What follows belongs to an exercise in optimizing a design on an open flow for small area; a production flow would make more cautious choices. In this exercise RTL edits were held to simulation tests only and were not proved equivalent to the original. Power and IR drop assume default switching activity.

Design VS_LR_TOP, start of the top module:
module VS_LR_TOP(
    input CLK,
    input SYS_NRST,
    input BTN_0,
    input BTN_1,
    input UART_RXD,
    output UART_TXD
    );
reg [6:0] P;
wire pwrap = (P == 7'd83);
always @(posedge CLK, negedge SYS_NRST)
    if (!SYS_NRST) P <= 7'd0;
    else P <= pwrap ? 7'd0 : P + 1'b1;
reg [1:0] TD;
wire tick = pwrap & TD[1];
always @(posedge CLK, negedge SYS_NRST)
    if (!SYS_NRST) TD <= 2'd0;
    else if (pwrap) TD <= TD[1] ? 2'd0 : TD + 1'b1;
reg B0, B1;
reg [2:0] C0, C1;
always @(posedge CLK, negedge SYS_NRST)
    if (!SYS_NRST) begin
        B0 <= 1'b0; C0 <= 3'd0;
    end
    else if (BTN_0 == B0) C0 <= 3'd0;
    else if (tick) begin
        if (C0[2] & C0[1]) begin B0 <= BTN_0; C0 <= 3'd0; end
        else C0 <= C0 + 1'b1;
    end
always @(posedge CLK, negedge SYS_NRST)
    if (!SYS_NRST) begin
        B1 <= 1'b0; C1 <= 3'd0;
    end
    else if (BTN_1 == B1) C1 <= 3'd0;
    else if (tick) begin
        if (C1[2] & C1[1]) begin B1 <= BTN_1; C1 <= 3'd0; end
        else C1 <= C1 + 1'b1;
    end
reg [4:0] CNT;
reg TXON;            
reg RSP;             
reg [7:0] T;         
reg [3:0] I;         
reg TXD;             
reg NB;              
reg [7:0] D;         
reg PE, FE;          
reg BR;              
reg [83:0] ACC;
reg [83:0] NR;
assign UART_TXD = TXD;
wire t_end = (T == 8'd159);
wire t_mid = (T == 8'd79);
wire [1:0] sel = {FE ^ B0, PE ^ B1};
wire err = sel[1] | sel[0];
wire [3:0] lo = D[3:0];
wire [3:0] hi = D[7:4];
  ...
clock: 10.0 ns
lec_check: 0
cap_margin: 20
core_margin: 2
core_utilization: 40
cts_buf_list: sky130_fd_sc_hd__clkbuf_8
cts_cluster_diameter: 50
cts_cluster_size: 20
place_density: 0.6
slew_margin: 20
run.sh (not shown) runs the stock make flow with config.mk's settings and CLKGATE_MAP_FILE= SYNTH_SCRIPT=/design/flow/synth_recipe.tcl, a recipe that flattens the netlist after the stock synthesis.
The starting point finished with timing, DRC and antenna clean.
==> next run, changes <==
==> flow/flow/run.sh (new file) <==
#!/bin/bash
# Own layout flow: the standard flow (standard.sh, unchanged synthesis,
# floorplan, power grid, placement, routing), with two settings changed:
#  - clock tree: no dummy loads, clkbuf_8 leaf buffers, sink clusters of 20
#  - port buffers: buf_1 (the standard flow picks a delay cell)
# Each tool's full output goes to standard.log (make) and the ORFS logs in
# orfs/logs/.
set -euo pipefail
export CTS_ARGS="-sink_clustering_enable -repair_clock_nets -dont_use_dummy_load -buf_list sky130_fd_sc_hd__clkbuf_4 -sink_clustering_size 12 -sink_clustering_max_diameter 40"
export BUFFER_PORTS_ARGS="-buffer_cell sky130_fd_sc_hd__buf_1"
bash standard.sh > standard.log 2>&1
==> flow/standard.sh (new file) <==
#!/bin/bash
# synth_recipe.tcl (not shown) runs the flow's synth.tcl, then flattens the netlist and writes it again
# the make line also repeats each setting of config.mk as NAME=value (left out here)
make -C /OpenROAD-flow-scripts/flow DESIGN_CONFIG=/design/flow/config.mk WORK_HOME=/design/flow/orfs CLKGATE_MAP_FILE= SYNTH_SCRIPT=/design/flow/synth_recipe.tcl "${@:-finish}"
- CTS_BUF_LIST: sky130_fd_sc_hd__clkbuf_8 -> default
- CTS_CLUSTER_DIAMETER: 50 -> default
- CTS_CLUSTER_SIZE: 20 -> default
removed: flow/run.sh
After rerunning: The changed run passed the timing, DRC and antenna checks; via count fell by 0.47%; first-iteration DRC count climbs by 8.6%; cell area came out lower by 2.7%; global-route usage goes down by 0.56 points; sequential share of layout area rises by 1.7 points; critical path depth goes up by 9; die area is unchanged; register-to-register slack improves by 0.09 ns; total power goes down by 11%; count of clock-buffer cells in the layout grows by 6; synthesized area is unchanged.
==> next run, changes <==
--- a/flow/flow/run.sh
+++ b/flow/flow/run.sh
@@ -8,3 +8,3 @@
 set -euo pipefail
-export CTS_ARGS="-sink_clustering_enable -repair_clock_nets -dont_use_dummy_load -buf_list sky130_fd_sc_hd__clkbuf_4 -sink_clustering_size 12 -sink_clustering_max_diameter 40"
+export CTS_ARGS="-sink_clustering_enable -repair_clock_nets -dont_use_dummy_load -buf_list sky130_fd_sc_hd__clkbuf_8 -sink_clustering_size 20 -sink_clustering_max_diameter 50"
 export BUFFER_PORTS_ARGS="-buffer_cell sky130_fd_sc_hd__buf_1"
The changed run ran to the end with no violations.
Clock power came out higher by 13%.
Routed wire length barely changes.
Cell area came out higher by 0.69%.
Register-to-register slack loses 0.02 ns.
Clock skew came out lower by 0.018 ns.
Synthesized area does not change.
Count of clock-buffer cells in the layout came out lower by 8.
Sequential share of layout area came out lower by 0.42 points.
Non-clock buffer count stays the same.
Total power came out higher by 3.7%.
Final cell count came out lower by 0.93%.
==> next run, changes <==
--- a/flow/flow/run.sh
+++ b/flow/flow/run.sh
@@ -8,3 +8,3 @@
 set -euo pipefail
-export CTS_ARGS="-sink_clustering_enable -repair_clock_nets -dont_use_dummy_load -buf_list sky130_fd_sc_hd__clkbuf_8 -sink_clustering_size 20 -sink_clustering_max_diameter 50"
+export CTS_ARGS="-sink_clustering_enable -repair_clock_nets -dont_use_dummy_load -buf_list {sky130_fd_sc_hd__clkbuf_4 sky130_fd_sc_hd__clkbuf_8} -sink_clustering_size 16 -sink_clustering_max_diameter 45"
 export BUFFER_PORTS_ARGS="-buffer_cell sky130_fd_sc_hd__buf_1"
Outcome: Cell area climbs by 0.54%. Area after synthesis is unchanged. Via count drops by 0.59%. Clock skew drops by 0.0064 ns. Global-route usage hardly moves. Hold slack gains 0.019 ns. Setup slack gains 0.014 ns. Die area does not change. Total power climbs by 2.4%.

========
P:
Another version of the RTL of VS_LR_TOP (not shown whole).
For scale: about 550 cells after synthesis, ~220 flip-flops, ~6 I/O pins.
export LEC_CHECK = 0
export CAP_MARGIN = 20
export CORE_MARGIN = 2
export CORE_UTILIZATION = 70
export PLACE_DENSITY = 0.9
export SLEW_MARGIN = 20
create_clock -name core_clock -period 10.0 [get_ports {CLK}]
standard.sh (not shown) runs the stock make flow with config.mk's settings and CLKGATE_MAP_FILE= SYNTH_SCRIPT=/design/flow/synth_recipe.tcl, a recipe that flattens the netlist after the stock synthesis.
==> flow/flow/run.sh <==
#!/bin/bash
# Own layout flow: the standard flow (standard.sh) with these changes:
#  - synthesis: the standard script (synth_recipe.tcl) except that abc maps
#    the combinational logic with flow/area.script (flow/synth_area.tcl)
#  - clock tree: no dummy loads, clkbuf_4 buffers, sink clusters of 12
#  - port buffers: buf_1 (the standard flow picks a delay cell)
# Floorplan, power grid, placement and routing are the standard ones.
# make's output goes to standard.log; each tool's log is in orfs/logs/.
set -euo pipefail
W=$PWD
sed "s|SYNTH_SCRIPT=[^ ]*|SYNTH_SCRIPT=$W/flow/synth_area.tcl|" standard.sh > my_standard.sh
grep -q "SYNTH_SCRIPT=$W/flow/synth_area.tcl" my_standard.sh
export AREA_ABC_SCRIPT="$W/flow/area.script"
export CTS_ARGS="-sink_clustering_enable -repair_clock_nets -dont_use_dummy_load -buf_list sky130_fd_sc_hd__clkbuf_4 -sink_clustering_size 12 -sink_clustering_max_diameter 40"
export BUFFER_PORTS_ARGS="-buffer_cell sky130_fd_sc_hd__buf_1"
bash my_standard.sh > standard.log 2>&1
==> flow/flow/area.script <==
&get -n
&st
&deepsyn -T 60
&dch -f
&nf -R 1000 -p -F 8 -A 4 -a
&put
topo
stime -c
dnsize -c
==> flow/flow/synth_area.tcl <==
# synth_recipe.tcl (the standard synthesis) with one change: the final abc
# mapping of the combinational logic uses flow/area.script (area-oriented)
# instead of ORFS's speed script.  Registers, passes, flattening and renaming
# are as in the standard synthesis.
proc synth {args} { yosys synth -nofsm -noshare {*}$args }
proc abc {args} {
  set i [lsearch -exact $args -script]
  if { $i >= 0 } { lset args [expr {$i + 1}] $::env(AREA_ABC_SCRIPT) }
  yosys abc {*}$args
}
source $::env(SCRIPTS_DIR)/synth.tcl
# left out here: clear keep_hierarchy, flatten, clean up, hide names made inside functions, write 1_2_yosys.v
Edits applied to the flow inputs when going from P to Q:
Settings: CORE_UTILIZATION now 40, was 70; PLACE_DENSITY now 0.6, was 0.9.
==> flow/flow/run.sh <==
#!/bin/bash
# Own layout flow: the standard flow (standard.sh, unchanged synthesis,
# floorplan, power grid, placement, routing), with two settings changed:
#  - clock tree: no dummy loads, clkbuf_8 leaf buffers, sink clusters of 20
#  - port buffers: buf_1 (the standard flow picks a delay cell)
# Each tool's full output goes to standard.log (make) and the ORFS logs in
# orfs/logs/.
set -euo pipefail
export CTS_ARGS="-sink_clustering_enable -repair_clock_nets -dont_use_dummy_load -buf_list sky130_fd_sc_hd__clkbuf_4 -sink_clustering_size 12 -sink_clustering_max_diameter 40"
export BUFFER_PORTS_ARGS="-buffer_cell sky130_fd_sc_hd__buf_1"
bash standard.sh > standard.log 2>&1
removed: flow/flow/area.script
removed: flow/flow/synth_area.tcl
--- outcome ---
Q: done, clean on timing, DRC and antenna
Highest net fanout along the worst path: Q vs P up 5
Diff P -> Q | wire length | down by a few percent
Compared Q vs P, and combinational cell fraction of total power is down in Q.
Looking at total stage count of the critical path across P and Q, the one that comes out lower is Q.
From P to Q the numbers moved as follows: power increased by 0.49% relative to the old numbers, area of the multi-input gates rose about 17%.
Cmp Q vs P: synthesized-area fraction occupied by xor and xnor cells higher in Q
On sequential power, P and Q are neck and neck.
What R does differently from Q at the input level:
Settings: CORE_UTILIZATION changed from 40 to 60; PLACE_DENSITY changed from 0.6 to 0.8.
==> flow/flow/run.sh <==
#!/bin/bash
# Own layout flow: the standard flow (standard.sh) with these changes:
#  - synthesis: the standard script (synth_recipe.tcl) except that abc maps
#    the combinational logic with flow/area.script (flow/synth_area.tcl)
#  - clock tree: no dummy loads, clkbuf_4 buffers, sink clusters of 12
#  - port buffers: buf_1 (the standard flow picks a delay cell)
# Floorplan, power grid, placement and routing are the standard ones.
# make's output goes to standard.log; each tool's log is in orfs/logs/.
set -euo pipefail
W=$PWD
sed "s|SYNTH_SCRIPT=[^ ]*|SYNTH_SCRIPT=$W/flow/synth_area.tcl|" standard.sh > my_standard.sh
grep -q "SYNTH_SCRIPT=$W/flow/synth_area.tcl" my_standard.sh
export AREA_ABC_SCRIPT="$W/flow/area.script"
export CTS_ARGS="-sink_clustering_enable -repair_clock_nets -dont_use_dummy_load -buf_list sky130_fd_sc_hd__clkbuf_4 -sink_clustering_size 12 -sink_clustering_max_diameter 40"
export BUFFER_PORTS_ARGS="-buffer_cell sky130_fd_sc_hd__buf_1"
bash my_standard.sh > standard.log 2>&1
==> flow/flow/area.script (new file) <==
&get -n
&st
&deepsyn -T 60
&dch -f
&nf -R 1000 -p -F 8 -A 4 -a
&put
topo
stime -c
dnsize -c
==> flow/flow/synth_area.tcl (new file) <==
# synth_recipe.tcl (the standard synthesis) with one change: the final abc
# mapping of the combinational logic uses flow/area.script (area-oriented)
# instead of ORFS's speed script.  Registers, passes, flattening and renaming
# are as in the standard synthesis.
proc synth {args} { yosys synth -nofsm -noshare {*}$args }
proc abc {args} {
  set i [lsearch -exact $args -script]
  if { $i >= 0 } { lset args [expr {$i + 1}] $::env(AREA_ABC_SCRIPT) }
  yosys abc {*}$args
}
source $::env(SCRIPTS_DIR)/synth.tcl
# left out here: clear keep_hierarchy, flatten, clean up, hide names made inside functions, write 1_2_yosys.v
==> comparison <==
- From Q to R the numbers moved as follows: post-detailed-routing wire length shows a reduction of 8.9%; relative slew slack fell by 0.73 points; met2 track demand over resource in global routing moved up.
Input-level comparison between S and R:
Settings: PLACE_DENSITY now 0.6, was 0.8; CORE_UTILIZATION now 40, was 60.
Notes after the runs:
- Every run in the comparison, R and S, completed the flow with a clean layout.
- Compared with R, S shows a final area that is 1.6% higher.
- Compared with R, S shows a higher number of instances in the placed design.
- Summary of S over R: headroom to the max-slew limit lower; final core utilization decreased 22 points.

afterwards: timing with drivers on the ports:
The flow's constraints put no driver on any port. The routed layouts listed below were extracted and timed again, unchanged, in two steps. Step 1, drivers: a clkbuf_16 drives CLK and a buf_2 each remaining input, both assumed. Step 2 times the ports against the registers' clock, not the clock port: input delays grow and output delays shrink by t, the midpoint of the rising clock arrivals with the driver on. a / b / c = ideal ports / drivers / drivers and shift; a / b = the first two.
| run | t (ns) | setup slack, ns | worst setup path at the end | worst register clock-pin slew, ns | cell pins on the clock port's net |
|---|---|---|---|---|---|
| the first run of note 1 | 0.534 | 6.419 / 6.380 / 6.248 | input to register | 0.11 / 0.11 | 1 |
| the second run of note 1 | 0.609 | 6.663 / 6.663 / 6.575 | input to register | 0.11 / 0.11 | 1 |
| the third run of note 1 | 0.518 | 6.647 / 6.647 / 6.567 | input to register | 0.11 / 0.11 | 1 |
| the fourth run of note 1 | 0.512 | 6.661 / 6.661 / 6.560 | input to register | 0.09 / 0.09 | 1 |
| P | 0.592 | 6.146 / 6.146 / 6.002 | input to register | 0.12 / 0.12 | 1 |
| Q | 0.600 | 6.752 / 6.728 / 6.336 | input to register | 0.12 / 0.12 | 1 |
| R | 0.582 | 6.253 / 6.253 / 5.990 | input to register | 0.12 / 0.12 | 1 |
| S | 0.617 | 6.030 / 6.030 / 6.030 | register to register | 0.11 / 0.11 | 1 |
After both steps setup and hold are still met in every run listed. For Q, which loses most, drivers alone change the setup slack by -0.024 ns; drivers and shift together by -0.416 ns.
